What follows belongs to an exercise in optimizing a design on an open flow for small area, a short achievable clock period and few clock cycles; a production flow would make more cautious choices.
Only simulation tests tie the RTL to the original design; equivalence was not proved.
No activity file was given, so power comes from the tool's default toggle rates.

==> flow/design.v <==
`timescale 1ns / 1ps
module apb_master (
    input         pclk,
    input         presetn,
    input         start,
    input         write,
    input  [31:0] addr,
    output        wr0,        
    output        wr1,        
    output reg    done,
    output reg    error
);
    wire in_map = (addr[31:13] == 19'd0) && (addr[11:4] == 8'd0);
    assign wr0 = start && write && in_map && !addr[12];
    assign wr1 = start && write && in_map &&  addr[12];
    always @(posedge pclk or negedge presetn) begin
        if (!presetn) begin
            done  <= 1'b0;
            error <= 1'b0;
        end else begin
            done  <= start;
            error <= !in_map;
        end
    end
endmodule
`timescale 1ns / 1ps
module apb_slave (
    input         pclk,
    input         presetn,
    input         we,         
    input         rsel,       
    input  [1:0]  idx,
    input  [3:0]  strb,
    input  [31:0] wdata,
    output [31:0] rdata       
);
    reg [31:0] regfile [0:3];
    reg [3:0]  valid;
    wire [31:0] mdata = wdata & {{8{strb[3]}}, {8{strb[2]}}, {8{strb[1]}}, {8{strb[0]}}};
    always @(posedge pclk or negedge presetn) begin
        if (!presetn)
            valid <= 4'b0;
        else if (we)
            valid[idx] <= 1'b1;
    end
    wire [31:0] part [0:3];
    genvar r, b;
    generate
        for (r = 0; r < 4; r = r + 1) begin : g_reg
            for (b = 0; b < 4; b = b + 1) begin : g_byte
                always @(posedge pclk)
                    if (we && idx == r && (strb[b] || !valid[r]))
                        regfile[r][8*b +: 8] <= mdata[8*b +: 8];
            end
            wire sel = rsel && idx == r && valid[r];
            assign part[r] = {32{sel}} & regfile[r];
        end
    endgenerate
    assign rdata = part[0] | part[1] | part[2] | part[3];
endmodule
`timescale 1ns / 1ps
module apb_top(
    input        pclk,
    input        presetn,
    input        start,
    input        write,
    input [31:0] addr,
    input [31:0] wdata,
    input [3:0]  strb,
    input [2:0]  prot,
    output [31:0] rdata,
    output        done,
    output        error
);
    wire        wr0, wr1;
    wire [31:0] rd0, rd1;
    reg  [31:0] rdata_q;
    apb_master master (
        .pclk    (pclk),
        .presetn (presetn),
        .start   (start),
        .write   (write),
        .addr    (addr),
        .wr0     (wr0),
        .wr1     (wr1),
        .done    (done),
        .error   (error)
    );
    apb_slave slave0 (
        .pclk    (pclk),
        .presetn (presetn),
        .we      (wr0),
        .rsel    (!addr[12]),
        .idx     (addr[3:2]),
        .strb    (strb),
        .wdata   (wdata),
        .rdata   (rd0)
    );
    apb_slave slave1 (
        .pclk    (pclk),
        .presetn (presetn),
        .we      (wr1),
        .rsel    (addr[12]),
        .idx     (addr[3:2]),
        .strb    (strb),
        .wdata   (wdata),
        .rdata   (rd1)
    );
    always @(posedge pclk)
        rdata_q <= rd0 | rd1;
    assign rdata = rdata_q;
endmodule
==> flow/flow/run.sh <==
#!/bin/bash
# The standard layout (bash standard.sh), with the port buffers that
# buffer_ports inserts made of a plain buffer cell instead of the delay cell it
# picks by default. ORFS writes each step's full log under orfs/logs/; make's
# own output goes to make_finish.log here.
set -euo pipefail
bash standard.sh "BUFFER_PORTS_ARGS=-buffer_cell sky130_fd_sc_hd__buf_2" finish > make_finish.log 2>&1
==> flow/standard.sh <==
#!/bin/bash
# synth_recipe.tcl (not shown) runs the flow's synth.tcl, then flattens the netlist and writes it again
# the make line also repeats each setting of config.mk as NAME=value (left out here)
make -C /OpenROAD-flow-scripts/flow DESIGN_CONFIG=/design/flow/config.mk WORK_HOME=/design/flow/orfs CLKGATE_MAP_FILE= SYNTH_SCRIPT=/design/flow/synth_recipe.tcl "${@:-finish}"
==> flow/config.mk <==
export PLATFORM = sky130hd
export DESIGN_NAME = apb_top
export DESIGN_NICKNAME = apb_top
export VERILOG_FILES = /design/flow/design.v
export SDC_FILE = /design/flow/constraint.sdc
export NUM_CORES = 4
export LEC_CHECK = 0
export ABC_CLOCK_PERIOD_IN_PS = 1200
export CAP_MARGIN = 20
export CORE_MARGIN = 2
export CORE_UTILIZATION = 60
export CTS_BUF_LIST = sky130_fd_sc_hd__clkbuf_16
export CTS_CLUSTER_DIAMETER = 60
export CTS_CLUSTER_SIZE = 20
export SETUP_SLACK_MARGIN = 2.0
export SLEW_MARGIN = 20
==> flow/constraint.sdc <==
create_clock -name core_clock -period 4.0 [get_ports {pclk}]
set_input_delay 0.8000 -clock core_clock [delete_from_list [all_inputs] [get_ports {pclk}]]
set_output_delay 0.8000 -clock core_clock [all_outputs]
set_load 0.01 [all_outputs]
==> results of run 1 <==
## cell usage in the layout, fill, tap and decap left out, types with 2 or more instances in the layout
master | Yosys | routed
buf_2 | 15 | 100
o41ai_2 | 7 | 7
buf_4 | 0 | 35
o21ai_0 | 28 | 13
nor4_4 | 0 | 38
inv_1 | 8 | 19
nand2b_1 | 2 | 2
o21ai_2 | 0 | 7
dfxtp_1 | 32 | 32
clkbuf_16 | 0 | 20
and2_1 | 32 | 32
buf_12 | 0 | 23
or2_2 | 2 | 2
nand3_1 | 34 | 33
edfxtp_1 | 256 | 256
and4b_1 | 3 | 2
o21ai_1 | 0 | 8
a22oi_1 | 32 | 32
nor3b_4 | 0 | 3
dfrtp_1 | 10 | 10
o211ai_1 | 4 | 4
a222oi_1 | 64 | 64
## cells in the mapped netlist (7+ instances only)
cell type | number | area, um2
nor4_1 | 7 | 43.8
buf_2 | 15 | 75.1
nand3_1 | 34 | 170
a222oi_1 | 64 | 641
clkbuf_1 | 18 | 67.6
nor4_2 | 31 | 388
dfrtp_1 | 10 | 250
and2_1 | 32 | 200
dfxtp_1 | 32 | 641
edfxtp_1 | 256 | 7690
o21ai_0 | 28 | 140
a22oi_1 | 32 | 240
buf_6 | 11 | 124
o41ai_2 | 7 | 114
inv_1 | 8 | 30.0
## cells by family after synthesis
logic type / after synthesis / synth area share [%]
AOI/OAI and AO/OA: 136 / 10.6
DFF: 298 / 77.5
buffers and inverters: 58 / 2.88
and+or+nand+nor: 129 / 9.07
## path summary, 6_finish.rpt
kind / startpoint / slack (ns) / cells after the start / to
min in group core_clock: start / 0.47 / 1 / master.done$_DFF_PN0_
min: presetn / 0.15 / 1 / master.done$_DFF_PN0_
max reg2reg: slave1.valid[2]$_DFFE_PN0N_ / 2.29 / 4 / slave1.regfile[2][31]$_DFFE_PP_
min reg2reg: slave0.regfile[1][2]$_DFFE_PP_ / 0.48 / 2 / rdata_q[2]$_DFF_P_
max: addr[14] / 2.01 / 6 / slave1.regfile[1][18]$_DFFE_PP_
max in group asynchronous: presetn / 3.63 / 1 / slave0.valid[1]$_DFFE_PN0N_
## per-layer routing
metal | share of wire, % | global-route usage, % | vias to the layer above
li1 | - | - | 2884
met1 | 40 | 36.0 | 3284
met2 | 50 | 42.6 | 295
met3 | 7.4 | 3.34 | 39
met4 | 1.8 | 6.63 | 0
met5 | 0 | 0 | -
## worst max-delay path, cell delays in order
cell and delay [ns]:
buf_2 0.11, nor4_4 0.31, nand4_4 0.14, buf_12 0.25, nor4_4 0.32, buf_4 0.22
## sequential cells by signal, indices dropped and copies added (netlist names)
| register | flops |
|---|---|
| master.done | 1 |
| master.error | 1 |
| rdata_q | 32 |
| slave0.regfile | 128 |
| slave0.valid | 4 |
| slave1.regfile | 128 |
| slave1.valid | 4 |
## metrics by stage
step	cell area, um2	util, %	power [mW]	setup WS, ns
after floorplan	11600	-	3.69	1.66
after global placement	12200	67.7	3.81	1.02
after detailed placement	12200	67.7	3.82	0.949
after CTS	13300	73.9	5.57	2.01
after global routing	13400	74.3	5.71	1.96
final	13400	74.3	5.53	2.01
## power groups by stage
stage | sequential [mW] | combinational, mW | clock (mW)
floorplan | 3.51 | 0.181 | 0
global route | 3.42 | 0.371 | 1.93
detailed placement | 3.48 | 0.339 | 0
CTS | 3.41 | 0.342 | 1.81
finish | 3.41 | 0.344 | 1.78
global placement | 3.48 | 0.329 | 0
## layout make-up
type                            instances  area share, %
Inverter                                8          0.224
Sequential cell                       298           64.0
Timing Repair Buffer                  161           9.61
Clock inverter                         12          0.336
Tap cell                              229           2.14
Multi-Input combinational cell        265           20.1
Clock buffer                           19           3.55
## timing repair
action	CTS	global route
cloned	0	1
setup buffers	42	3
hold endpoints to repair	0	0
pin swaps	32	2
gates resized for setup	10	7
setup endpoints to repair	288	256
hold buffers	0	0
==> impl_metrics.env, run 1 <==
export IMPL_status="complete, no violations"
export IMPL_critical_path_required_ns=4.21
export IMPL_drt_iter0_drc=847
export IMPL_grt_pass1_wl_mm=37.5
export IMPL_synth_avg_cell_area_um2=17.8
export IMPL_place_inst=915
export IMPL_die_h_um=140
export IMPL_ys_flop_type="edfxtp_1"
export IMPL_cts_root_buf="clkbuf_16"
export IMPL_netSwitchingFraction_pct=20.6
export IMPL_fp_coreArea_um2=18000
export IMPL_diodes=0
export IMPL_holdWs_ns=0.152
export IMPL_p_int_mw=4.39
export IMPL_cts_num_sinks=298
export IMPL_slew_viol_final=0
export IMPL_hp_class="input pin to async pin"
export IMPL_totalWireLength_mm=25.5
export IMPL_grt_overflow_total=0
export IMPL_die_w_um=140
export IMPL_area_growth_pct=21.0
export IMPL_dp_hpwl_mm=13.8
export IMPL_skew_ns=0.0101
export IMPL_critPathLaunchType="input pin"
export IMPL_synthDistinctLibCells=33
export IMPL_rsz0062_at_grt="true"
export IMPL_setup_tns_ns=0
export IMPL_synth_async_reset_ratio_pct=3.36
export IMPL_worstMarginPinSlew_ns=0.946
export IMPL_grt_pass1_vias=6562
export IMPL_htree_levels=1
export IMPL_ys_ff_latch=298
export IMPL_portBuffers=103
export IMPL_wl_per_cell_um=25.7
export IMPL_layout_cells_non_filler=992
export IMPL_setup_viol=0
export IMPL_via_per_inst=6.55
export IMPL_pwr_share_seq_pct=61.7
export IMPL_num_vias=6502
export IMPL_p_switching_mw=1.14
export IMPL_cts_buffer_depth=3
export IMPL_start_util_pct=61.4
export IMPL_grt_max_degree=42
export IMPL_cts_tree="built"
export IMPL_nFillCells=1074
export IMPL_syn_inst=621
export IMPL_powerDensity_nw_per_um2=413
export IMPL_multi_input_area_um2=2700
export IMPL_antenna_found_initial=0
export IMPL_synth_warnings=4
export IMPL_post_route_period_util_pct=49.7
export IMPL_final_nets=827
export IMPL_ir_worst_vdd_mv=0.421
export IMPL_gp_congestion=0.776
export IMPL_ant_nets=0
export IMPL_fp_row_count=49
export IMPL_crit_arrival_ns=2.20
export IMPL_syn_nets=696
export IMPL_hold_violations=0
export IMPL_clk_pin_slew_worst_paths_ns=0.08
export IMPL_clkLatencyLatePin_ns=0.50
export IMPL_drive_gt1_share_pct=32.8
export IMPL_ys_seq_area_share_pct=77.5
export IMPL_drv_cap=0
export IMPL_drcViolationCount=0
export IMPL_clock_fmax_ghz=0.503
export IMPL_dieArea_um2=19600
export IMPL_combPwrFrac_pct=6.2
export IMPL_slew_headroom_pct=36.9
export IMPL_drtPass1Iterations=6
export IMPL_p_clk_share_pct=32.1
export IMPL_synth_area_um2=11100
export IMPL_critical_path_peak_fanout=41
export IMPL_power_leakage_nw=4.48
export IMPL_track_usage_pct=25.5
export IMPL_synth_edff_count=256
export IMPL_cp_end_kind="flip-flop"
export IMPL_io_pins=109
export IMPL_period_needed_ns=1.99
export IMPL_seq_area_um2=8580
export IMPL_crit_type="input pin to flip-flop"
export IMPL_cts_buffers_inserted=18
Testbench counts, summed over its fixed seeds: cycles 3,200.
==> run 2: changes to the inputs <==
--- a/flow/config.mk
+++ b/flow/config.mk
@@ -5,10 +5,9 @@
 export SDC_FILE = /design/flow/constraint.sdc
 export NUM_CORES = 4
 export LEC_CHECK = 0
-export ABC_CLOCK_PERIOD_IN_PS = 1200
 export CAP_MARGIN = 20
 export CORE_MARGIN = 2
-export CORE_UTILIZATION = 60
+export CORE_UTILIZATION = 40
 export CTS_BUF_LIST = sky130_fd_sc_hd__clkbuf_16
 export CTS_CLUSTER_DIAMETER = 60
 export CTS_CLUSTER_SIZE = 20
==> impl_metrics.env, run 2 <==
export IMPL_dp_hpwl_mm=15.9
export IMPL_cts_tree="built"
export IMPL_cts_buffers_inserted=23
export IMPL_via_per_inst=5.61
export IMPL_clock_fmax_ghz=0.506
export IMPL_crit_arrival_ns=2.38
export IMPL_utilization_pct=51.4
export IMPL_post_route_period_util_pct=49.4
export IMPL_clkLatencyLatePin_ns=0.53
export IMPL_synth_area_um2=11100
export IMPL_holdWs_ns=0.141
export IMPL_antenna_found_initial=2
export IMPL_fp_coreArea_um2=27100
export IMPL_synthMostInstantiatedCell="edfxtp_1"
export IMPL_path_buf_inv=2
export IMPL_gp_congestion=0.782
export IMPL_syn_nets=696
export IMPL_period_needed_ns=1.98
export IMPL_cp_end_kind="flip-flop"
export IMPL_nFillCells=2204
export IMPL_drv_cap=0
export IMPL_critical_path_required_ns=4.40
export IMPL_power_leakage_nw=4.63
export IMPL_start_util_pct=40.9
export IMPL_crit_slowest_cell="and4b_2"
export IMPL_place_inst=1060
export IMPL_cp_top_family="simple AND/OR/NAND/NOR gates"
export IMPL_skew_ns=0.0239
export IMPL_grt_pass1_wl_mm=38.7
export IMPL_fp_row_count=60
export IMPL_powerDensity_nw_per_um2=434
export IMPL_htree_levels=1
export IMPL_area_growth_pct=25.8
export IMPL_track_usage_pct=17.7
export IMPL_synth_async_reset_ratio_pct=3.36
export IMPL_setup_tns_ns=0
export IMPL_crit_type="input pin to flip-flop"
export IMPL_drcViolationCount=0
export IMPL_multi_input_area_um2=2690
export IMPL_portBuffers=103
export IMPL_ys_flop_type="edfxtp_1"
export IMPL_layout_setup_ws_ns=2.02
export IMPL_grt_max_degree=42
export IMPL_ant_nets=0
export IMPL_grt_pass1_vias=6585
export IMPL_die_w_um=170
export IMPL_synthTopCellsByCount="256 x edfxtp_1, 64 x a222oi_1, 34 x nand3_1"
export IMPL_drtPass1Iterations=6
export IMPL_dieArea_um2=29000
export IMPL_hp_class="input pin to async pin"
export IMPL_slew_viol_final=0
export IMPL_finalInstanceArea_um2=13900
export IMPL_critical_path_peak_fanout=20
export IMPL_reg_top3="slave0.regfile (128), slave1.regfile (128), rdata_q (32)"
export IMPL_dpl_worst_slack_ns=0.929
export IMPL_cts_root_buf="clkbuf_16"
export IMPL_yosys_area_top_type="edfxtp_1"
export IMPL_setup_viol=0
export IMPL_final_nets=840
export IMPL_wl_per_cell_um=22.7
export IMPL_grt_overflow_total=0
export IMPL_cts_num_sinks=298
export IMPL_synthDistinctLibCells=33
export IMPL_clk_pin_slew_worst_paths_ns=0.08
export IMPL_synth_edff_count=256
export IMPL_cts_buffer_depth=3
export IMPL_final_common_cell="edfxtp_1"
export IMPL_totalWireLength_mm=26.2
export IMPL_ys_seq_area_share_pct=77.5
export IMPL_slowest_delay_ns=0.46
export IMPL_layout_common_cells="256 x edfxtp_1, 100 x buf_2, 64 x a222oi_1"
export IMPL_hold_violations=0
export IMPL_status="complete, no violations"
export IMPL_synthTopCellsByArea="edfxtp_1 69%, a222oi_1 5.8%, dfxtp_1 5.8%"
export IMPL_ys_ff_latch=298
export IMPL_num_vias=6473
export IMPL_slew_headroom_pct=35.4
export IMPL_io_pins=109
export IMPL_critPathLaunchType="input pin"
export IMPL_layout_cells_non_filler=1154
export IMPL_finalPower_mw=6.05
export IMPL_drt_iter0_drc=657
export IMPL_worstMarginPinSlew_ns=0.970
export IMPL_synthDominantCellAreaShare_pct=69.4
export IMPL_syn_inst=621
export IMPL_synth_warnings=4
export IMPL_synth_avg_cell_area_um2=17.8
export IMPL_path_cells="clkbuf_4 > and4b_2 > buf_4 > a222oi_1 > nand3_1"
export IMPL_dpl_cell_area_um2=12400
export IMPL_ir_worst_vdd_mv=0.304
export IMPL_drive_gt1_share_pct=35.1
export IMPL_cts_hold_buffers=0
export IMPL_seq_area_um2=8580
export IMPL_rsz0062_at_grt="true"
export IMPL_die_h_um=170
-- run 2: per-layer routing --
layer	share of wire, %	track usage, %
met1	40	23.2
met2	51	31.4
met3	7.6	2.81
met4	1.6	3.72
met5	0.046	0
-- run 2: layout make-up --
type,count,share of cell area (%)
well taps,372,3.34
flip-flops and latches,298,61.6
clock inverters,18,1.27
multi-input cells,265,19.3
repair buffers,169,10.2
clock buffers,23,4.13
inverters,8,0.215
diodes,1,0.0180
-- run 2: path summary, 6_finish.rpt --
check                                                start                           to  slack (ns)  cells past startpoint
setup reg to reg               slave1.valid[3]$_DFFE_PN0N_          rdata_q[23]$_DFF_P_        2.21                      4
max in group asynchronous                          presetn  slave1.valid[0]$_DFFE_PN0N_        3.66                      1
min in group core_clock                              start        master.done$_DFF_PN0_        0.45                      1
setup / recovery                                   addr[2]           rdata_q[6]$_DFF_P_        2.02                      5
hold / removal                                     presetn  slave0.valid[1]$_DFFE_PN0N_        0.14                      1
hold reg to reg            slave0.regfile[1][15]$_DFFE_PP_          rdata_q[15]$_DFF_P_        0.47                      2
-- run 2: cells by family (layout without fill, tap and decap cells) --
group	count (synthesis)	in the layout	share of synthesized area, %
compound gates	136	136	10.6
buf+inv	58	218	2.88
flops	298	298	77.5
other cells	0	1	0
simple gates	129	129	9.07
-- run 2: what timing repair did --
item / CTS / global route
cloned: 0 / 4
gates resized for setup: 12 / 8
pin swaps: 32 / 4
setup buffers: 40 / 8
setup endpoints to repair: 288 / 215
-- run 2: power breakdown --
group	internal [mW]	leakage [nW]	total [mW]	switching (mW)
Clock	1.16	0.382	2.28	1.12
Sequential	3.40	2.37	3.41	0.0100
Combinational	0.132	1.88	0.352	0.220
==> run 3: changes to the inputs <==
--- a/flow/config.mk
+++ b/flow/config.mk
@@ -8,8 +8,4 @@
 export CAP_MARGIN = 20
 export CORE_MARGIN = 2
 export CORE_UTILIZATION = 40
-export CTS_BUF_LIST = sky130_fd_sc_hd__clkbuf_16
-export CTS_CLUSTER_DIAMETER = 60
-export CTS_CLUSTER_SIZE = 20
-export SETUP_SLACK_MARGIN = 2.0
 export SLEW_MARGIN = 20
==> impl_metrics.env, run 3 <==
export IMPL_crit_arrival_ns=2.63
export IMPL_layout_common_cells="256 x edfxtp_1, 103 x buf_2, 64 x a222oi_1"
export IMPL_syn_inst=621
export IMPL_hold_violations=0
export IMPL_setup_viol=0
export IMPL_synth_async_reset_ratio_pct=3.36
export IMPL_final_common_cell="edfxtp_1"
export IMPL_yosys_area_top_type="edfxtp_1"
export IMPL_synthDistinctLibCells=33
export IMPL_fp_row_count=60
export IMPL_skew_ns=0.00764
export IMPL_ys_ff_latch=298
export IMPL_utilization_pct=48.0
export IMPL_synthMostInstantiatedCell="edfxtp_1"
export IMPL_hp_class="input pin to async pin"
export IMPL_cts_root_buf="clkbuf_16"
export IMPL_synth_area_um2=11100
export IMPL_cts_num_sinks=298
export IMPL_antenna_found_initial=0
export IMPL_htree_levels=1
export IMPL_synth_edff_count=256
export IMPL_slew_headroom_pct=26.4
export IMPL_reg_top3="slave0.regfile (128), slave1.regfile (128), rdata_q (32)"
export IMPL_clock_fmax_ghz=0.461
export IMPL_cts_tree="built"
export IMPL_portBuffers=103
export IMPL_syn_nets=696
export IMPL_grt_max_degree=42
export IMPL_track_usage_pct=17.2
export IMPL_slew_viol_final=0
export IMPL_status="complete, no violations"
export IMPL_grt_pass1_wl_mm=37.5
export IMPL_dp_hpwl_mm=14.1
export IMPL_drt_iter0_drc=680
export IMPL_dieArea_um2=29000
export IMPL_synth_avg_cell_area_um2=17.8
export IMPL_grt_pass1_vias=6542
export IMPL_drtPass1Iterations=6
export IMPL_setup_tns_ns=0
export IMPL_cts_buffers_inserted=29
export IMPL_synth_warnings=4
export IMPL_wl_per_cell_um=22.4
export IMPL_crit_type="input pin to flip-flop"
export IMPL_clk_pin_slew_worst_paths_ns=0.06
export IMPL_nFillCells=2288
export IMPL_critical_path_required_ns=4.46
export IMPL_die_w_um=170
export IMPL_grt_overflow_total=0
export IMPL_io_pins=109
export IMPL_totalWireLength_mm=25.5
export IMPL_ir_worst_vdd_mv=0.230
export IMPL_worstMarginPinSlew_ns=1.10
export IMPL_ant_nets=0
export IMPL_critPathLaunchType="input pin"
export IMPL_cts_setup_buffers=0
export IMPL_r2r_end="rdata_q[0]$_DFF_P_"
export IMPL_cts_hold_buffers=0
export IMPL_synthTopCellsByArea="edfxtp_1 69%, a222oi_1 5.8%, dfxtp_1 5.8%"
export IMPL_area_growth_pct=17.4
export IMPL_cts_buffer_depth=3
export IMPL_critical_path_peak_fanout=32
export IMPL_drv_cap=0
export IMPL_ff2ff_path_depth=3
export IMPL_synthDominantCellAreaShare_pct=69.4
export IMPL_ys_flop_type="edfxtp_1"
export IMPL_fp_coreArea_um2=27100
export IMPL_start_util_pct=40.9
export IMPL_period_needed_ns=2.17
export IMPL_cp_end_kind="flip-flop"
export IMPL_final_nets=817
export IMPL_gp_congestion=0.747
export IMPL_powerDensity_nw_per_um2=486
export IMPL_drive_gt1_share_pct=30.6
export IMPL_ctsResizeCount=0
export IMPL_reg2reg_slack_ns=2.16
export IMPL_die_h_um=170
export IMPL_clkLatencyLatePin_ns=0.53
export IMPL_post_route_period_util_pct=54.3
export IMPL_worstReg2RegStart="slave1.valid[0]$_DFFE_PN0N_"
export IMPL_ys_seq_area_share_pct=77.5
export IMPL_rsz0062_at_grt="false"
export IMPL_synthTopCellsByCount="256 x edfxtp_1, 64 x a222oi_1, 34 x nand3_1"
export IMPL_num_vias=6364
export IMPL_drcViolationCount=0
export IMPL_power_leakage_nw=4.00
export IMPL_diodes=0
export IMPL_via_per_inst=5.60
[run 3: changes by cell type in the layout (fill, tap and decap cells not counted), sizes merged]
cell	change
buf	-26
clkbuf	+10
clkinv	+7
diode	-1
inv	-12
bufinv	+1
clkinvlp	+3
[run 3: cell families after synthesis]
family | Yosys count | share of synthesized area (%)
AO/OA/AOI/OAI | 136 | 10.6
flip-flops | 298 | 77.5
buffers and inverters | 58 | 2.88
AND/OR/NAND/NOR | 129 | 9.07
[run 3: through the flow]
step	power [mW]	instance area [um2]	instances	setup slack, ns	hold slack, ns
2_1_floorplan	3.66	11100	621	1.14	0.440
3_3_place_gp	3.79	12100	1083	1.35	0.457
3_5_place_dp	3.80	12100	1083	1.30	0.465
4_1_cts	6.37	13000	1136	1.87	0.109
5_1_grt	6.55	13000	1136	1.74	0.116
6_report	6.32	13000	1136	1.83	0.124
[run 3: final cells by class]
cell class	count	area, um2	share of cell area, %
clock buffer	36	782	6.02
clock inverter	17	139	1.07
inverter	8	30.0	0.231
multi-input combinational	265	2210	17.0
sequential	298	8580	66.0
tap	372	465	3.58
timing repair buffer	140	793	6.10
[run 3: worst max-delay path by stage]
stage / from / to / slack (ns) / cells after the start
4_1_cts: addr[14] / slave1.regfile[2][5]$_DFFE_PP_ / 1.87 / 6
5_1_grt: addr[15] / slave1.regfile[2][9]$_DFFE_PP_ / 1.74 / 6
2_1_floorplan: addr[23] / slave1.regfile[3][16]$_DFFE_PP_ / 1.14 / 4
6_report: addr[12] / rdata_q[0]$_DFF_P_ / 1.83 / 4
3_5_place_dp: addr[14] / slave1.regfile[2][5]$_DFFE_PP_ / 1.30 / 6
3_3_place_gp: addr[12] / rdata_q[19]$_DFF_P_ / 1.35 / 4
[run 3: critical path: stages]
cell and delay (ns):
buf_2 0.34, and4bb_2 1.04, a222oi_1 0.23, nand3_1 0.20
[run 3: power by group]
group	internal [mW]	switching (mW)	leakage [nW]
Sequential	3.41	0.00836	2.37
Clock	1.51	1.09	0.444
Combinational	0.116	0.196	1.19
Total	5.03	1.29	4.00
[run 3: metal layers]
layer | vias up | global-route usage (%) | share of wire [%]
met1 | 3215 | 23.0 | 42
met4 | 0 | 5.24 | 2.3
met2 | 243 | 29.3 | 49
li1 | 2864 | - | -
met5 | - | 0 | 0
met3 | 42 | 2.35 | 6.4
==> run 4: changes to the inputs <==
--- a/flow/config.mk
+++ b/flow/config.mk
@@ -8,4 +8,8 @@
 export CAP_MARGIN = 20
 export CORE_MARGIN = 2
 export CORE_UTILIZATION = 40
+export CTS_BUF_LIST = sky130_fd_sc_hd__clkbuf_8 sky130_fd_sc_hd__clkbuf_16
+export CTS_CLUSTER_DIAMETER = 50
+export CTS_CLUSTER_SIZE = 16
+export SETUP_SLACK_MARGIN = 2.3
 export SLEW_MARGIN = 20
==> impl_metrics.env, run 4 <==
export IMPL_status="complete, no violations"
export IMPL_portBuffers=103
export IMPL_drv_cap=0
export IMPL_setup_viol=0
export IMPL_muxShareOfSynthArea_pct=0
export IMPL_ys_ff_latch=298
export IMPL_grt_overflow_total=0
export IMPL_crit_arrival_ns=2.26
export IMPL_post_route_period_util_pct=50.4
export IMPL_ff2ff_path_depth=4
export IMPL_antenna_found_initial=2
export IMPL_p_clk_share_pct=37.5
export IMPL_grt_pass1_vias=6743
export IMPL_fp_row_count=60
export IMPL_yosys_area_top_type="edfxtp_1"
export IMPL_cp_end_kind="flip-flop"
export IMPL_critical_path_required_ns=4.24
export IMPL_clock_fmax_ghz=0.496
export IMPL_final_nets=850
export IMPL_synthDistinctLibCells=33
export IMPL_cts_num_sinks=298
export IMPL_layout_setup_ws_ns=1.98
export IMPL_synthDominantCellAreaShare_pct=69.4
export IMPL_powerDensity_nw_per_um2=424
export IMPL_cts_hold_buffers=0
export IMPL_drt_iter0_drc=751
export IMPL_hold_violations=0
export IMPL_reg2reg_slack_ns=2.29
export IMPL_worstReg2RegStart="slave1.valid[1]$_DFFE_PN0N_"
export IMPL_hp_class="input pin to async pin"
export IMPL_worstMarginPinSlew_ns=0.566
export IMPL_crit_type="input pin to flip-flop"
export IMPL_synth_avg_cell_area_um2=17.8
export IMPL_power_leakage_nw=4.80
export IMPL_synth_area_um2=11100
export IMPL_critical_path_peak_fanout=8
export IMPL_synthTopCellsByCount="256 x edfxtp_1, 64 x a222oi_1, 34 x nand3_1"
export IMPL_grt_max_degree=42
export IMPL_clk_pin_slew_worst_paths_ns=0.07
export IMPL_netSwitchingFraction_pct=21.2
export IMPL_ir_worst_vdd_mv=0.242
export IMPL_syn_inst=621
export IMPL_synthMostInstantiatedCell="edfxtp_1"
export IMPL_cts_buffer_depth=3
export IMPL_clkLatencyLatePin_ns=0.53
export IMPL_fp_coreArea_um2=27100
export IMPL_critPathLaunchType="input pin"
export IMPL_skew_ns=0.0142
export IMPL_r2r_end="slave1.regfile[1][6]$_DFFE_PP_"
export IMPL_dieArea_um2=29000
export IMPL_reg_top3="slave0.regfile (128), slave1.regfile (128), rdata_q (32)"
export IMPL_start_util_pct=40.9
export IMPL_die_w_um=170
export IMPL_cts_buffers_inserted=25
export IMPL_area_growth_pct=29.6
export IMPL_period_needed_ns=2.02
export IMPL_setup_tns_ns=0
export IMPL_dpl_worst_slack_ns=0.693
export IMPL_ys_seq_area_share_pct=77.5
export IMPL_cts_tree="built"
export IMPL_synth_simple_gate_area_share_pct=9.07
export IMPL_syn_nets=696
export IMPL_synth_xor_area_share_pct=0
export IMPL_layout_common_cells="256 x edfxtp_1, 77 x buf_2, 64 x a222oi_1"
export IMPL_p_int_mw=4.80
export IMPL_synth_compound_area_share_pct=10.6
export IMPL_cts_root_buf="clkbuf_16"
export IMPL_io_pins=109
export IMPL_drcViolationCount=0
export IMPL_synthAdderAreaFrac_pct=0
export IMPL_ant_nets=0
export IMPL_drive_gt1_share_pct=37.2
export IMPL_combPwrFrac_pct=6.3
export IMPL_via_per_inst=5.73
export IMPL_synth_edff_count=256
export IMPL_gp_congestion=0.761
export IMPL_synthTopCellsByArea="edfxtp_1 69%, a222oi_1 5.8%, dfxtp_1 5.8%"
export IMPL_final_common_cell="edfxtp_1"
export IMPL_p_switching_mw=1.29
export IMPL_htree_levels=1
export IMPL_rsz0062_at_grt="true"
export IMPL_pwr_share_seq_pct=56.2
export IMPL_die_h_um=170
export IMPL_grt_pass1_wl_mm=40.2
export IMPL_track_usage_pct=18.6
export IMPL_synth_async_reset_ratio_pct=3.36
export IMPL_dp_hpwl_mm=15.1
export IMPL_slew_viol_final=0
export IMPL_slew_headroom_pct=62.3
export IMPL_totalWireLength_mm=27.2
export IMPL_drtPass1Iterations=9
export IMPL_synth_warnings=4
export IMPL_wl_per_cell_um=23.3
export IMPL_ys_flop_type="edfxtp_1"
export IMPL_synth_top_family_by_area="compound AO/OA/AOI/OAI gates"
export IMPL_num_vias=6686
run 4: cells by family after synthesis:
| kind of cell | after synthesis |
|---|---|
| simple gates | 129 |
| compound gates | 136 |
| buf+inv | 58 |
| flops | 298 |
run 4: worst max-delay path by stage:
stage / start / end / slack, ns / depth (start not counted)
floorplan: addr[22] / slave1.regfile[1][0]$_DFFE_PP_ / 1.66 / 4
global placement: addr[7] / slave0.regfile[2][21]$_DFFE_PP_ / 0.80 / 5
detailed placement: addr[30] / slave1.regfile[2][22]$_DFFE_PP_ / 0.69 / 5
CTS: addr[29] / slave0.regfile[3][28]$_DFFE_PP_ / 2.03 / 7
global route: addr[22] / slave1.regfile[2][22]$_DFFE_PP_ / 1.91 / 8
finish: addr[18] / slave1.regfile[2][22]$_DFFE_PP_ / 1.98 / 8
run 4: what timing repair did:
action,in CTS,in global routing
endpoints found under the setup margin,331,321
resized for setup,30,41
cloned,4,3
setup buffers,46,8
pin swaps,37,12
run 4: cell type report:
cell class / instances / area (um2)
inverter: 8 / 30.0
sequential: 298 / 8590
multi-input combinational: 268 / 2760
clock inverter: 19 / 130
fill: 2110 / 12700
antenna: 2 / 5.00
tap: 372 / 465
clock buffer: 26 / 639
timing repair buffer: 174 / 1730
run 4: per-layer routing:
layer  track usage [%]  wire length (um)  vias to the layer above
met3              3.21              1930                       46
met5                 0                 0                        -
met2              31.7             13500                      297
met4              5.46               583                        0
li1                  -                 -                     2943
met1              24.6             11200                     3400
run 4: power by group through the flow:
| stage | combinational [mW] | clock, mW | sequential, mW |
|---|---|---|---|
| 2_1_floorplan | 0.184 | 0 | 3.51 |
| 3_3_place_gp | 0.337 | 0 | 3.48 |
| 3_5_place_dp | 0.345 | 0 | 3.48 |
| 4_1_cts | 0.364 | 2.33 | 3.42 |
| 5_1_grt | 0.415 | 2.45 | 3.42 |
| 6_report | 0.384 | 2.28 | 3.42 |
run 4: worst max-delay path, stage by stage:
cell	delay, ns
buf_2	0.12
nor4_4	0.31
nand4_4	0.15
buf_6	0.16
clkbuf_16	0.17
buf_12	0.14
nor4_4	0.22
buf_12	0.18
run 4: per-stage QoR:
stage	total power, mW	instance area, um2	utilization [%]	std cells	hold slack, ns
2_1_floorplan	3.69	11700	-	621	0.440
3_3_place_gp	3.82	12400	45.7	1059	0.458
3_5_place_dp	3.83	12400	45.7	1059	0.457
4_1_cts	6.11	14000	51.7	1154	0.135
5_1_grt	6.29	14400	53.0	1165	0.142
6_report	6.09	14400	53.0	1167	0.143
==> run 5: changes to the inputs <==
==> flow/config.mk (replaced) <==
export PLATFORM = sky130hd
export DESIGN_NAME = apb_top
export DESIGN_NICKNAME = apb_top
export VERILOG_FILES = /design/flow/design.v
export SDC_FILE = /design/flow/constraint.sdc
export NUM_CORES = 4
export LEC_CHECK = 0
export CAP_MARGIN = 20
export CORE_MARGIN = 2
export CORE_UTILIZATION = 40
export CTS_BUF_LIST = sky130_fd_sc_hd__clkbuf_16
export CTS_CLUSTER_DIAMETER = 100
export CTS_CLUSTER_SIZE = 30
export SETUP_SLACK_MARGIN = 2.0
export SLEW_MARGIN = 20
==> impl_metrics.env, run 5 <==
export IMPL_dp_hpwl_mm=15.9
export IMPL_syn_inst=621
export IMPL_drt_iter0_drc=669
export IMPL_dpl_worst_slack_ns=0.929
export IMPL_fp_row_count=60
export IMPL_skew_ns=0.0251
export IMPL_die_h_um=170
export IMPL_power_leakage_nw=4.54
export IMPL_cts_buffers_inserted=14
export IMPL_clk_pin_slew_worst_paths_ns=0.11
export IMPL_layout_setup_ws_ns=2.00
export IMPL_io_pins=109
export IMPL_setup_tns_ns=0
export IMPL_cts_tree="built"
export IMPL_crit_end="slave1.regfile[0][24]$_DFFE_PP_"
export IMPL_worstReg2RegStart="slave1.valid[3]$_DFFE_PN0N_"
export IMPL_synthDistinctLibCells=33
export IMPL_htree_levels=1
export IMPL_ant_nets=0
export IMPL_reg2reg_slack_ns=2.31
export IMPL_synthTopCellsByArea="edfxtp_1 69%, a222oi_1 5.8%, dfxtp_1 5.8%"
export IMPL_final_common_cell="edfxtp_1"
export IMPL_synth_warnings=4
export IMPL_yosys_area_top_type="edfxtp_1"
export IMPL_antenna_found_initial=2
export IMPL_cts_root_buf="clkbuf_16"
export IMPL_setup_viol=0
export IMPL_crit_slowest_cell="nor4_4"
export IMPL_critical_path_required_ns=4.22
export IMPL_reg_top3="slave0.regfile (128), slave1.regfile (128), rdata_q (32)"
export IMPL_layout_common_cells="256 x edfxtp_1, 90 x buf_2, 64 x a222oi_1"
export IMPL_syn_nets=696
export IMPL_totalWireLength_mm=26.4
export IMPL_hp_class="input pin to async pin"
export IMPL_grt_overflow_total=0
export IMPL_clkLatencyLatePin_ns=0.50
export IMPL_num_vias=6424
export IMPL_clock_fmax_ghz=0.501
export IMPL_synth_edff_count=256
export IMPL_synth_async_reset_ratio_pct=3.36
export IMPL_crit_arrival_ns=2.21
export IMPL_final_nets=830
export IMPL_drive_gt1_share_pct=33.7
export IMPL_slowest_delay_ns=0.36
export IMPL_area_growth_pct=24.4
export IMPL_wl_per_cell_um=23.2
export IMPL_track_usage_pct=17.6
export IMPL_hold_violations=0
export IMPL_post_route_period_util_pct=49.9
export IMPL_ys_flop_type="edfxtp_1"
export IMPL_slew_viol_final=0
export IMPL_critical_path_peak_fanout=8
export IMPL_period_needed_ns=2.00
export IMPL_start_util_pct=40.9
export IMPL_die_w_um=170
export IMPL_synthDominantCellAreaShare_pct=69.4
export IMPL_fp_coreArea_um2=27100
export IMPL_nFillCells=2211
export IMPL_cts_buffer_depth=3
export IMPL_cp_end_kind="flip-flop"
export IMPL_grt_max_degree=42
export IMPL_drtPass1Iterations=10
export IMPL_ir_worst_vdd_mv=0.337
export IMPL_dieArea_um2=29000
export IMPL_path_cells="buf_6 > nor4_4 > nand3_4 > clkbuf_16 > nor4_4 > buf_12"
export IMPL_synth_area_um2=11100
export IMPL_slew_headroom_pct=35.4
export IMPL_r2r_end="rdata_q[23]$_DFF_P_"
export IMPL_finalInstanceArea_um2=13800
export IMPL_gp_congestion=0.782
export IMPL_synthTopCellsByCount="256 x edfxtp_1, 64 x a222oi_1, 34 x nand3_1"
export IMPL_grt_pass1_vias=6493
export IMPL_rsz0062_at_grt="true"
export IMPL_crit_type="input pin to flip-flop"
export IMPL_drv_cap=0
export IMPL_crit_top_cell="nor4_4"
export IMPL_critPathLaunchType="input pin"
export IMPL_cp_startpoint="addr[29]"
export IMPL_grt_pass1_wl_mm=38.4
export IMPL_via_per_inst=5.65
export IMPL_cts_num_sinks=298
export IMPL_drcViolationCount=0
export IMPL_ys_ff_latch=298
export IMPL_status="complete, no violations"
export IMPL_worstMarginPinSlew_ns=0.969
export IMPL_ys_seq_area_share_pct=77.5
export IMPL_dpl_cell_area_um2=12400
export IMPL_synthMostInstantiatedCell="edfxtp_1"
export IMPL_synth_avg_cell_area_um2=17.8
export IMPL_ff2ff_path_depth=4
export IMPL_powerDensity_nw_per_um2=392
export IMPL_portBuffers=103
## run 5: repair_timing
action                                  CTS  global route
gates resized for setup                  14            27
endpoints found under the setup margin  288           270
hold buffers                              0             0
pin swaps                                32             2
cloned                                    0             9
buffers inserted                         39             3
## run 5: worst max-delay path, delay by kind of cell
kind,cells,cell delay (ns)
buffers and inverters,3,0.53
and+or+nand+nor,3,0.88
## run 5: per-layer routing
layer / track usage [%] / vias to the layer above / part of all wire [%]
met4: 3.16 / 2 / 0.95
li1: - / 2888 / -
met2: 31.5 / 229 / 52
met3: 2.58 / 22 / 7.1
met5: 0 / - / 0.049
met1: 23.0 / 3283 / 40
## run 5: worst min-delay path by stage
stage,slack (ns),start,endpoint,depth (start not counted)
CTS,0.14,presetn,slave0.valid[0]$_DFFE_PN0N_,1
detailed placement,0.46,slave0.regfile[1][15]$_DFFE_PP_,rdata_q[15]$_DFF_P_,2
finish,0.14,presetn,slave0.valid[3]$_DFFE_PN0N_,1
global placement,0.47,slave0.regfile[1][15]$_DFFE_PP_,rdata_q[15]$_DFF_P_,2
floorplan,0.44,slave0.regfile[1][0]$_DFFE_PP_,rdata_q[0]$_DFF_P_,2
global route,0.14,presetn,slave0.valid[2]$_DFFE_PN0N_,1
## run 5: area by class of cell
type                            count  area (um2)  share of cell area (%)
Inverter                            8        30.0                   0.218
Clock inverter                      9        65.1                   0.472
Sequential cell                   298        8580                    62.2
Timing Repair Buffer              168        1560                    11.3
Antenna cell                        2        5.00                  0.0363
Clock buffer                       15         375                    2.72
Tap cell                          372         465                    3.38
Multi-Input combinational cell    265        2700                    19.6
## run 5: cell families (layout without fill, tap and decap cells)
group / count (synthesis) / count (layout) / synth area share, %
DFF: 298 / 298 / 77.5
AOI/OAI and AO/OA: 136 / 136 / 10.6
and+or+nand+nor: 129 / 129 / 9.07
buffers and inverters: 58 / 200 / 2.88
other: 0 / 2 / 0
## run 5: power breakdown
group,internal [mW],switching (mW),total [mW]
clock network,0.706,0.920,1.63
registers,3.40,0.0101,3.41
logic,0.138,0.220,0.358
## run 5: through the flow
| step | util, % | instances | power, mW | hold slack (ns) |
|---|---|---|---|---|
| after global routing | 50.8 | 1135 | 5.57 | 0.139 |
| after detailed placement | 45.8 | 1060 | 3.83 | 0.459 |
| final | 50.9 | 1137 | 5.40 | 0.143 |
| after CTS | 49.6 | 1123 | 5.44 | 0.141 |
| after global placement | 45.8 | 1060 | 3.82 | 0.467 |
| after floorplan | - | 621 | 3.69 | 0.440 |
==> run 6: changes to the inputs <==
==> flow/flow/run.sh (replaced) <==
#!/bin/bash
# The standard layout (bash standard.sh), with the port buffers that
# buffer_ports inserts made of a plain buffer cell instead of the delay cell it
# picks by default. ORFS writes each step's full log under orfs/logs/; make's
# own output goes to make_finish.log here.
set -euo pipefail
bash standard.sh "BUFFER_PORTS_ARGS=-buffer_cell sky130_fd_sc_hd__buf_1" finish > make_finish.log 2>&1
--- a/flow/config.mk
+++ b/flow/config.mk
@@ -5,9 +5,10 @@
 export SDC_FILE = /design/flow/constraint.sdc
 export NUM_CORES = 4
 export LEC_CHECK = 0
+export ABC_CLOCK_PERIOD_IN_PS = 1200
 export CAP_MARGIN = 20
 export CORE_MARGIN = 2
-export CORE_UTILIZATION = 40
+export CORE_UTILIZATION = 60
 export CTS_BUF_LIST = sky130_fd_sc_hd__clkbuf_16
 export CTS_CLUSTER_DIAMETER = 100
 export CTS_CLUSTER_SIZE = 30
==> impl_metrics.env, run 6 <==
export IMPL_synthTopCellsByArea="edfxtp_1 69%, a222oi_1 5.8%, dfxtp_1 5.8%"
export IMPL_synth_top_family_by_area="compound AO/OA/AOI/OAI gates"
export IMPL_worstMarginPinSlew_ns=0.958
export IMPL_ff2ff_path_depth=4
export IMPL_cts_buffers_inserted=13
export IMPL_path_buf_inv=4
export IMPL_cts_root_buf="clkbuf_16"
export IMPL_drv_cap=0
export IMPL_synth_async_reset_ratio_pct=3.36
export IMPL_worstReg2RegStart="slave0.valid[2]$_DFFE_PN0N_"
export IMPL_utilization_pct=74.6
export IMPL_critPathLaunchType="input pin"
export IMPL_clkLatencyLatePin_ns=0.49
export IMPL_dp_hpwl_mm=14.3
export IMPL_ant_nets=0
export IMPL_final_nets=858
export IMPL_reg2reg_slack_ns=2.27
export IMPL_track_usage_pct=26.3
export IMPL_synth_edff_count=256
export IMPL_yosys_area_top_type="edfxtp_1"
export IMPL_num_vias=6764
export IMPL_synthAdderAreaFrac_pct=0
export IMPL_portBuffers=103
export IMPL_final_common_cell="edfxtp_1"
export IMPL_clk_pin_slew_worst_paths_ns=0.12
export IMPL_start_util_pct=61.4
export IMPL_synth_xor_area_share_pct=0
export IMPL_grt_overflow_total=0
export IMPL_crit_type="input pin to flip-flop"
export IMPL_syn_nets=696
export IMPL_dieArea_um2=19600
export IMPL_synth_warnings=4
export IMPL_seq_area_um2=8580
export IMPL_power_leakage_nw=4.33
export IMPL_setup_viol=0
export IMPL_synthMostInstantiatedCell="edfxtp_1"
export IMPL_place_inst=926
export IMPL_skew_ns=0.0149
export IMPL_rsz0062_at_grt="true"
export IMPL_area_growth_pct=21.3
export IMPL_slowest_delay_ns=0.33
export IMPL_drcViolationCount=0
export IMPL_slew_headroom_pct=36.1
export IMPL_synth_avg_cell_area_um2=17.8
export IMPL_crit_end="slave0.regfile[1][15]$_DFFE_PP_"
export IMPL_holdWs_ns=0.282
export IMPL_layout_common_cells="256 x edfxtp_1, 92 x buf_1, 64 x a222oi_1"
export IMPL_critical_path_peak_fanout=8
export IMPL_hold_violations=0
export IMPL_grt_pass1_vias=6624
export IMPL_multi_input_area_um2=2720
export IMPL_crit_cells=7
export IMPL_reg_top3="slave0.regfile (128), slave1.regfile (128), rdata_q (32)"
export IMPL_drtPass1Iterations=7
export IMPL_muxShareOfSynthArea_pct=0
export IMPL_powerDensity_nw_per_um2=388
export IMPL_cp_startpoint="addr[23]"
export IMPL_crit_slowest_cell="nor4_4"
export IMPL_fp_row_count=49
export IMPL_io_pins=109
export IMPL_htree_levels=1
export IMPL_synthDominantCellAreaShare_pct=69.4
export IMPL_clock_fmax_ghz=0.490
export IMPL_synth_simple_gate_area_share_pct=9.07
export IMPL_post_route_period_util_pct=51.0
export IMPL_nFillCells=1102
export IMPL_layout_cells_non_filler=1017
export IMPL_critical_path_required_ns=4.20
export IMPL_synthTopCellsByCount="256 x edfxtp_1, 64 x a222oi_1, 34 x nand3_1"
export IMPL_synthDistinctLibCells=33
export IMPL_syn_inst=621
export IMPL_via_per_inst=6.65
export IMPL_path_cells="buf_6 > nor4_4 > nand4_4 > buf_12 > clkbuf_16 > nor4_4 > buf_6"
export IMPL_ys_seq_area_share_pct=77.5
export IMPL_die_h_um=140
export IMPL_cp_end_kind="flip-flop"
export IMPL_hp_class="input pin to async pin"
export IMPL_ys_ff_latch=298
export IMPL_totalWireLength_mm=26.8
export IMPL_diodes=0
export IMPL_crit_arrival_ns=2.24
export IMPL_status="complete, no violations"
export IMPL_ys_flop_type="edfxtp_1"
export IMPL_period_needed_ns=2.04
export IMPL_cp_top_family="simple AND/OR/NAND/NOR gates"
export IMPL_cts_hold_buffers=0
export IMPL_antenna_found_initial=0
export IMPL_fp_coreArea_um2=18000
export IMPL_slew_viol_final=0
export IMPL_layout_setup_ws_ns=1.96
export IMPL_die_w_um=140
export IMPL_cts_tree="built"
export IMPL_cts_buffer_depth=3
export IMPL_synth_area_um2=11100
export IMPL_grt_pass1_wl_mm=38.7
export IMPL_grt_max_degree=42
export IMPL_dpl_worst_slack_ns=0.663
export IMPL_r2r_end="slave0.regfile[2][18]$_DFFE_PP_"
export IMPL_gp_congestion=0.764
export IMPL_wl_per_cell_um=26.3
export IMPL_synth_compound_area_share_pct=10.6
export IMPL_drt_iter0_drc=1038
export IMPL_ir_worst_vdd_mv=0.450
export IMPL_cts_num_sinks=298
export IMPL_drive_gt1_share_pct=23.9
export IMPL_setup_tns_ns=0
run 6: cell count changes in the layout (fill, tap and decap cells not counted), moves of 2 or more:
| cell | delta |
|---|---|
| buf_1 | +92 |
| buf_2 | -90 |
| buf_4 | +33 |
| buf_12 | -8 |
| clkbuf_16 | -6 |
| clkbuf_2 | +3 |
| and4b_1 | +2 |
| diode_2 | -2 |
run 6: per-layer routing:
layer	vias up	track usage (%)	share of wire, %	wire (um)
met2	359	42.5	49	13100
met1	3423	39.2	41	11000
met4	0	6.11	2.2	595
met5	-	0	0	0
li1	2942	-	-	-
met3	40	3.17	8.0	2130
run 6: power breakdown:
part           leakage [nW]  internal [mW]  total [mW]  switching (mW)
clock                 0.196          0.601        1.45           0.854
sequential             2.37           3.40        3.41         0.00967
combinational          1.76          0.121       0.342           0.221
total                  4.33           4.13        5.21            1.09
run 6: worst register-to-register path, stage by stage (launching register included):
cell	delay (ns)
dfrtp_1	0.41
inv_1	0.28
o21ai_0	0.24
nor4_4	0.36
buf_12	0.18
run 6: cells by family (layout without fill, tap and decap cells):
logic type | Yosys count | in the layout
AO/OA/AOI/OAI | 136 | 136
flip-flops | 298 | 298
buffers and inverters | 58 | 224
AND/OR/NAND/NOR | 129 | 130
run 6: area by class of cell:
class	count	area share [%]
sequential	298	63.8
inverter	8	0.223
clock buffer	13	2.42
tap	229	2.13
timing repair buffer	196	10.9
multi-input combinational	266	20.3
clock inverter	7	0.196
run 6: what timing repair did:
item	4_1_cts	5_1_grt
buffers inserted	55	11
gates resized for setup	25	33
cloned	1	4
setup endpoints to repair	293	258
pin swaps	37	13
run 6: how the worst min path moves through the flow:
stage                                     from                     endpoint  slack, ns  cells past startpoint
6_report                               presetn        master.done$_DFF_PN0_       0.28                      1
5_1_grt                                presetn        master.done$_DFF_PN0_       0.30                      1
4_1_cts                                presetn  slave1.valid[0]$_DFFE_PN0N_       0.31                      1
3_5_place_dp   slave0.regfile[1][31]$_DFFE_PP_          rdata_q[31]$_DFF_P_       0.46                      2
3_3_place_gp   slave0.regfile[1][31]$_DFFE_PP_          rdata_q[31]$_DFF_P_       0.45                      2
2_1_floorplan   slave0.regfile[1][0]$_DFFE_PP_           rdata_q[0]$_DFF_P_       0.44                      2
run 6: per-stage QoR:
step,power [mW],instance area [um2]
2_1_floorplan,3.69,11600
3_3_place_gp,3.80,12100
3_5_place_dp,3.81,12100
4_1_cts,5.22,13200
5_1_grt,5.37,13400
6_report,5.21,13400
==> run 7: changes to the inputs <==
==> flow/run.sh (new file) <==
#!/bin/bash
# synth_recipe.tcl (not shown) runs the flow's synth.tcl, then flattens the netlist and writes it again
# the make line also repeats each setting of config.mk as NAME=value (left out here)
make -C /OpenROAD-flow-scripts/flow DESIGN_CONFIG=/design/flow/config.mk WORK_HOME=/design/flow/orfs CLKGATE_MAP_FILE= SYNTH_SCRIPT=/design/flow/synth_recipe.tcl finish
==> flow/config.mk (replaced) <==
export PLATFORM = sky130hd
export DESIGN_NAME = apb_top
export DESIGN_NICKNAME = apb_top
export VERILOG_FILES = /design/flow/design.v
export SDC_FILE = /design/flow/constraint.sdc
export NUM_CORES = 4
export LEC_CHECK = 0
export CAP_MARGIN = 20
export CORE_MARGIN = 2
export CORE_UTILIZATION = 40
export SLEW_MARGIN = 20
removed: flow/flow/run.sh
removed: flow/standard.sh
==> impl_metrics.env, run 7 <==
export IMPL_skew_ns=0.00642
export IMPL_synth_warnings=4
export IMPL_clkLatencyLatePin_ns=0.53
export IMPL_status="complete, no violations"
export IMPL_powerDensity_nw_per_um2=483
export IMPL_yosys_area_top_type="edfxtp_1"
export IMPL_antenna_found_initial=0
export IMPL_synthDistinctLibCells=33
export IMPL_rsz0062_at_grt="false"
export IMPL_synth_avg_cell_area_um2=17.8
export IMPL_ir_worst_vdd_mv=0.284
export IMPL_drcViolationCount=0
export IMPL_reg2reg_slack_ns=2.29
export IMPL_multi_input_area_um2=2210
export IMPL_drt_iter0_drc=844
export IMPL_synth_async_reset_ratio_pct=3.36
export IMPL_seq_area_um2=8580
export IMPL_ys_seq_area_share_pct=77.5
export IMPL_slew_headroom_pct=44.6
export IMPL_drv_cap=0
export IMPL_utilization_pct=50.4
export IMPL_hold_start="slave0.regfile[1][8]$_DFFE_PP_"
export IMPL_syn_inst=621
export IMPL_ctsResizeCount=0
export IMPL_synthMostInstantiatedCell="edfxtp_1"
export IMPL_track_usage_pct=17.1
export IMPL_slew_viol_final=0
export IMPL_cts_setup_buffers=0
export IMPL_nFillCells=2235
export IMPL_die_h_um=170
export IMPL_grt_pass1_wl_mm=37.2
export IMPL_layout_common_cells="256 x edfxtp_1, 103 x clkdlybuf4s50_1, 64 x a222oi_1"
export IMPL_cts_buffers_inserted=29
export IMPL_setup_tns_ns=0
export IMPL_wl_met1_mm=10.3
export IMPL_fp_row_count=60
export IMPL_portBuffers=103
export IMPL_num_vias=6382
export IMPL_hp_class="flip-flop to flip-flop"
export IMPL_hold_violations=0
export IMPL_finalPower_mw=6.60
export IMPL_diodes=0
export IMPL_critPathLaunchType="input pin"
export IMPL_totalWireLength_mm=25.2
export IMPL_synth_edff_count=256
export IMPL_critical_path_required_ns=4.24
export IMPL_clk_pin_slew_worst_paths_ns=0.06
export IMPL_dpl_worst_slack_ns=0.877
export IMPL_worstReg2RegStart="slave0.valid[3]$_DFFE_PN0N_"
export IMPL_period_needed_ns=2.62
export IMPL_post_route_period_util_pct=65.5
export IMPL_grt_pass1_vias=6546
export IMPL_place_inst=1092
export IMPL_worstMarginPinSlew_ns=0.830
export IMPL_highest_layer="met4"
export IMPL_dieArea_um2=29000
export IMPL_ys_flop_type="edfxtp_1"
export IMPL_drive_gt1_share_pct=17.5
export IMPL_layout_cells_non_filler=1145
export IMPL_min_path_cells=2
export IMPL_dp_hpwl_mm=14.7
export IMPL_wl_met3_mm=2.02
export IMPL_ys_ff_latch=298
export IMPL_grt_max_degree=42
export IMPL_ant_nets=0
export IMPL_final_common_cell="edfxtp_1"
export IMPL_clock_fmax_ghz=0.382
export IMPL_grt_overflow_total=0
export IMPL_crit_arrival_ns=2.86
export IMPL_crit_type="input pin to flip-flop"
export IMPL_ff2ff_path_depth=4
export IMPL_area_growth_pct=23.4
export IMPL_reg_top3="slave0.regfile (128), slave1.regfile (128), rdata_q (32)"
export IMPL_cts_num_sinks=298
export IMPL_layout_setup_ws_ns=1.38
export IMPL_fp_coreArea_um2=27100
export IMPL_cts_root_buf="clkbuf_16"
export IMPL_wl_per_cell_um=22.0
export IMPL_cp_end_kind="flip-flop"
export IMPL_synthTopCellsByCount="256 x edfxtp_1, 64 x a222oi_1, 34 x nand3_1"
export IMPL_wl_met2_mm=12.3
export IMPL_cts_buffer_depth=3
export IMPL_syn_nets=696
export IMPL_final_nets=826
export IMPL_start_util_pct=40.9
export IMPL_htree_levels=1
export IMPL_critical_path_peak_fanout=20
export IMPL_io_pins=109
export IMPL_via_per_inst=5.57
export IMPL_drtPass1Iterations=6
export IMPL_synthTopCellsByArea="edfxtp_1 69%, a222oi_1 5.8%, dfxtp_1 5.8%"
export IMPL_gp_congestion=0.766
export IMPL_power_leakage_nw=4.11
export IMPL_cts_hold_buffers=0
export IMPL_die_w_um=170
export IMPL_synthDominantCellAreaShare_pct=69.4
export IMPL_synth_area_um2=11100
export IMPL_min_to="rdata_q[8]$_DFF_P_"
export IMPL_r2r_end="rdata_q[27]$_DFF_P_"
export IMPL_setup_viol=0
export IMPL_cts_tree="built"
[run 7: worst max-delay path, stage by stage]
cell and delay [ns]:
clkdlybuf4s50_1 0.89, nor3b_1 0.52, o21ai_0 0.20, nor4_2 0.19
buf_4 0.24
[run 7: power by group]
group / switching (mW) / internal (mW)
clock: 1.07 / 1.71
combinational: 0.196 / 0.193
sequential: 0.0105 / 3.41
total: 1.28 / 5.32
[run 7: worst max path at each step]
stage	startpoint	endpoint	slack, ns	cells past startpoint
floorplan	addr[23]	slave1.regfile[3][16]$_DFFE_PP_	1.14	4
global placement	addr[2]	slave0.regfile[1][22]$_DFFE_PP_	0.94	5
detailed placement	addr[2]	slave0.regfile[1][29]$_DFFE_PP_	0.88	5
CTS	addr[2]	slave0.regfile[1][31]$_DFFE_PP_	1.43	5
global route	addr[2]	slave0.regfile[0][31]$_DFFE_PP_	1.29	5
finish	addr[2]	slave0.regfile[1][27]$_DFFE_PP_	1.38	5
[run 7: through the flow]
| stage | hold WS, ns | instance area, um2 |
|---|---|---|
| floorplan | 0.440 | 11100 |
| global placement | 0.459 | 12700 |
| detailed placement | 0.464 | 12700 |
| CTS | 0.478 | 13700 |
| global route | 0.498 | 13700 |
| finish | 0.472 | 13700 |
[run 7: kinds of logic after synthesis]
kind of cell    after synthesis  share of synthesized area [%]
flops                       298                           77.5
compound gates              136                           10.6
simple gates                129                           9.07
buf+inv                      58                           2.88
[run 7: final cells by class]
| cell class | count | share of cell area [%] |
|---|---|---|
| timing repair buffer | 149 | 10.2 |
| tap | 372 | 3.41 |
| inverter | 8 | 0.220 |
| sequential | 298 | 62.8 |
| clock buffer | 42 | 6.18 |
| clock inverter | 11 | 1.12 |
| multi-input combinational | 265 | 16.1 |
[run 7: per-layer routing]
layer	global-route usage, %	up-vias
met5	0	-
met4	5.39	0
met3	2.47	38
met2	29.2	276
met1	22.7	3189
li1	-	2879
==> run 8: changes to the inputs <==
--- a/flow/config.mk
+++ b/flow/config.mk
@@ -8,4 +8,5 @@
 export CAP_MARGIN = 20
 export CORE_MARGIN = 2
 export CORE_UTILIZATION = 40
+export CTS_BUF_LIST = sky130_fd_sc_hd__clkbuf_4 sky130_fd_sc_hd__clkbuf_8
 export SLEW_MARGIN = 20
==> impl_metrics.env, run 8 <==
export IMPL_status="complete, no violations"
export IMPL_drt_iter0_drc=710
export IMPL_ys_ff_latch=298
export IMPL_worstMarginPinSlew_ns=0.840
export IMPL_yosys_area_top_type="edfxtp_1"
export IMPL_seq_area_um2=8580
export IMPL_powerDensity_nw_per_um2=462
export IMPL_min_path_cells=2
export IMPL_diodes=0
export IMPL_final_common_cell="edfxtp_1"
export IMPL_fp_coreArea_um2=27100
export IMPL_synth_warnings=4
export IMPL_grt_pass1_wl_mm=37.7
export IMPL_post_route_period_util_pct=65.9
export IMPL_ys_flop_type="edfxtp_1"
export IMPL_via_per_inst=5.55
export IMPL_cp_end_kind="flip-flop"
export IMPL_wl_per_cell_um=21.6
export IMPL_ant_nets=0
export IMPL_htree_levels=2
export IMPL_holdWs_ns=0.468
export IMPL_area_growth_pct=22.7
export IMPL_layout_setup_ws_ns=1.37
export IMPL_rsz0062_at_grt="false"
export IMPL_slew_viol_final=0
export IMPL_gp_congestion=0.766
export IMPL_synth_area_um2=11100
export IMPL_cts_tree="built"
export IMPL_crit_end="slave0.regfile[1][7]$_DFFE_PP_"
export IMPL_layout_common_cells="256 x edfxtp_1, 103 x clkdlybuf4s50_1, 64 x a222oi_1"
export IMPL_multi_input_area_um2=2210
export IMPL_grt_max_degree=42
export IMPL_setup_viol=0
export IMPL_synthTopCellsByArea="edfxtp_1 69%, a222oi_1 5.8%, dfxtp_1 5.8%"
export IMPL_antenna_found_initial=0
export IMPL_setup_tns_ns=0
export IMPL_critical_path_required_ns=4.22
export IMPL_track_usage_pct=17.4
export IMPL_synthMostInstantiatedCell="edfxtp_1"
export IMPL_r2r_end="rdata_q[27]$_DFF_P_"
export IMPL_power_leakage_nw=4.11
export IMPL_cts_setup_buffers=0
export IMPL_drcViolationCount=0
export IMPL_dieArea_um2=29000
export IMPL_clk_pin_slew_worst_paths_ns=0.06
export IMPL_dp_hpwl_mm=14.7
export IMPL_cp_startpoint="addr[2]"
export IMPL_cts_root_buf="clkbuf_8"
export IMPL_reg_top3="slave0.regfile (128), slave1.regfile (128), rdata_q (32)"
export IMPL_hp_class="flip-flop to flip-flop"
export IMPL_synth_edff_count=256
export IMPL_portBuffers=103
export IMPL_io_pins=109
export IMPL_synthDominantCellAreaShare_pct=69.4
export IMPL_ir_worst_vdd_mv=0.199
export IMPL_cts_buffers_inserted=46
export IMPL_die_h_um=170
export IMPL_period_needed_ns=2.63
export IMPL_syn_nets=696
export IMPL_slew_headroom_pct=44.0
export IMPL_synth_async_reset_ratio_pct=3.36
export IMPL_crit_type="input pin to flip-flop"
export IMPL_drtPass1Iterations=9
export IMPL_fp_row_count=60
export IMPL_hold_violations=0
export IMPL_synthTopCellsByCount="256 x edfxtp_1, 64 x a222oi_1, 34 x nand3_1"
export IMPL_clock_fmax_ghz=0.380
export IMPL_syn_inst=621
export IMPL_drive_gt1_share_pct=20.4
export IMPL_start_util_pct=40.9
export IMPL_dpl_worst_slack_ns=0.877
export IMPL_die_w_um=170
export IMPL_final_nets=843
export IMPL_drv_cap=0
export IMPL_cts_hold_buffers=0
export IMPL_synth_avg_cell_area_um2=17.8
export IMPL_ff2ff_path_depth=4
export IMPL_ctsResizeCount=0
export IMPL_num_vias=6528
export IMPL_crit_arrival_ns=2.85
export IMPL_reg2reg_slack_ns=2.28
export IMPL_worstReg2RegStart="slave0.valid[3]$_DFFE_PN0N_"
export IMPL_synthDistinctLibCells=33
export IMPL_nFillCells=2262
export IMPL_critPathLaunchType="input pin"
export IMPL_grt_pass1_vias=6737
export IMPL_cts_buffer_depth=3
export IMPL_ys_seq_area_share_pct=77.5
export IMPL_clkLatencyLatePin_ns=0.54
export IMPL_critical_path_peak_fanout=20
export IMPL_totalWireLength_mm=25.4
export IMPL_grt_overflow_total=0
export IMPL_cts_num_sinks=298
export IMPL_skew_ns=0.0205
## run 8: area by class of cell
| type | instances | area share [%] |
|---|---|---|
| Clock buffer | 67 | 6.00 |
| Clock inverter | 18 | 0.792 |
| Inverter | 8 | 0.221 |
| Multi-Input combinational cell | 265 | 16.2 |
| Sequential cell | 298 | 63.1 |
| Tap cell | 372 | 3.42 |
| Timing Repair Buffer | 149 | 10.2 |
## run 8: critical path: stages
cell and delay [ns]:
clkdlybuf4s50_1 0.90, nor3b_1 0.52, o21ai_0 0.20, nor4_2 0.17, buf_4 0.25
## run 8: where the power goes
part	leakage, nW	switching, mW	internal [mW]
registers	2.37	0.0106	3.41
logic	1.25	0.196	0.193
clock network	0.489	1.09	1.38
total	4.11	1.30	4.98
## run 8: worst min-delay path by stage
stage	slack, ns	from	to
6_report	0.47	slave0.regfile[1][17]$_DFFE_PP_	rdata_q[17]$_DFF_P_
5_1_grt	0.50	slave0.regfile[1][31]$_DFFE_PP_	rdata_q[31]$_DFF_P_
4_1_cts	0.48	slave0.regfile[1][14]$_DFFE_PP_	rdata_q[14]$_DFF_P_
3_5_place_dp	0.46	slave0.regfile[1][18]$_DFFE_PP_	rdata_q[18]$_DFF_P_
3_3_place_gp	0.46	slave0.regfile[1][31]$_DFFE_PP_	rdata_q[31]$_DFF_P_
2_1_floorplan	0.44	slave0.regfile[1][0]$_DFFE_PP_	rdata_q[0]$_DFF_P_
## run 8: routing by layer
metal	vias up	track usage (%)	wire length, um
met1	3232	22.5	10300
li1	2929	-	-
met3	37	3.51	2090
met4	0	6.09	431
met5	-	0	0
met2	330	29.3	12600
## run 8: cells by family after synthesis
group / share of synthesized area (%)
compound gates: 10.6
buf+inv: 2.88
flops: 77.5
simple gates: 9.07
## run 8: per-stage QoR
stage          instances  instance area, um2  utilization, %  power [mW]
3_5_place_dp        1092               12700            46.7        3.88
4_1_cts             1177               13600            50.2        6.33
3_3_place_gp        1092               12700            46.7        3.87
6_report            1177               13600            50.2        6.28
5_1_grt             1177               13600            50.2        6.51
2_1_floorplan        621               11100               -        3.66

-- what the ideal ports hide --
How much do the figures lean on ideal ports? The routed layouts below were timed once more, with nothing changed but the port constraints. Step 1, drivers: a clkbuf_16 drives pclk and a buf_2 each remaining input, both assumed. Step 2 times the ports against the registers' clock, not the clock port: input delays grow and output delays shrink by t, the midpoint of the rising clock arrivals with the driver on. Three values: no drivers, after step 1, after step 2; two values: the first two.
| run | t (ns) | slack for setup (ns) | worst setup path at the end | slew at the worst register clock pin (ns) | worst slew at a driven data input, ns |
|---|---|---|---|---|---|
| run 1 | 0.540 | 2.014 / 2.040 / 1.500 | input to register | 0.08 / 0.08 | 0.04 |
| run 2 | 0.570 | 2.024 / 2.036 / 1.467 | input to register | 0.08 / 0.08 | 0.08 |
| run 3 | 0.577 | 1.830 / 1.848 / 1.271 | input to register | 0.06 / 0.06 | 0.04 |
| run 4 | 0.568 | 1.983 / 2.009 / 1.441 | input to register | 0.07 / 0.07 | 0.08 |
| run 5 | 0.536 | 2.003 / 2.014 / 1.479 | input to register | 0.11 / 0.11 | 0.09 |
| run 6 | 0.528 | 1.959 / 1.971 / 1.444 | input to register | 0.12 / 0.12 | 0.06 |
| run 7 | 0.579 | 1.380 / 1.395 / 0.817 | input to register | 0.06 / 0.06 | 0.04 |
| run 8 | 0.575 | 1.366 / 1.378 / 0.803 | input to register | 0.06 / 0.06 | 0.04 |
After both steps setup and hold are still met in every run listed.
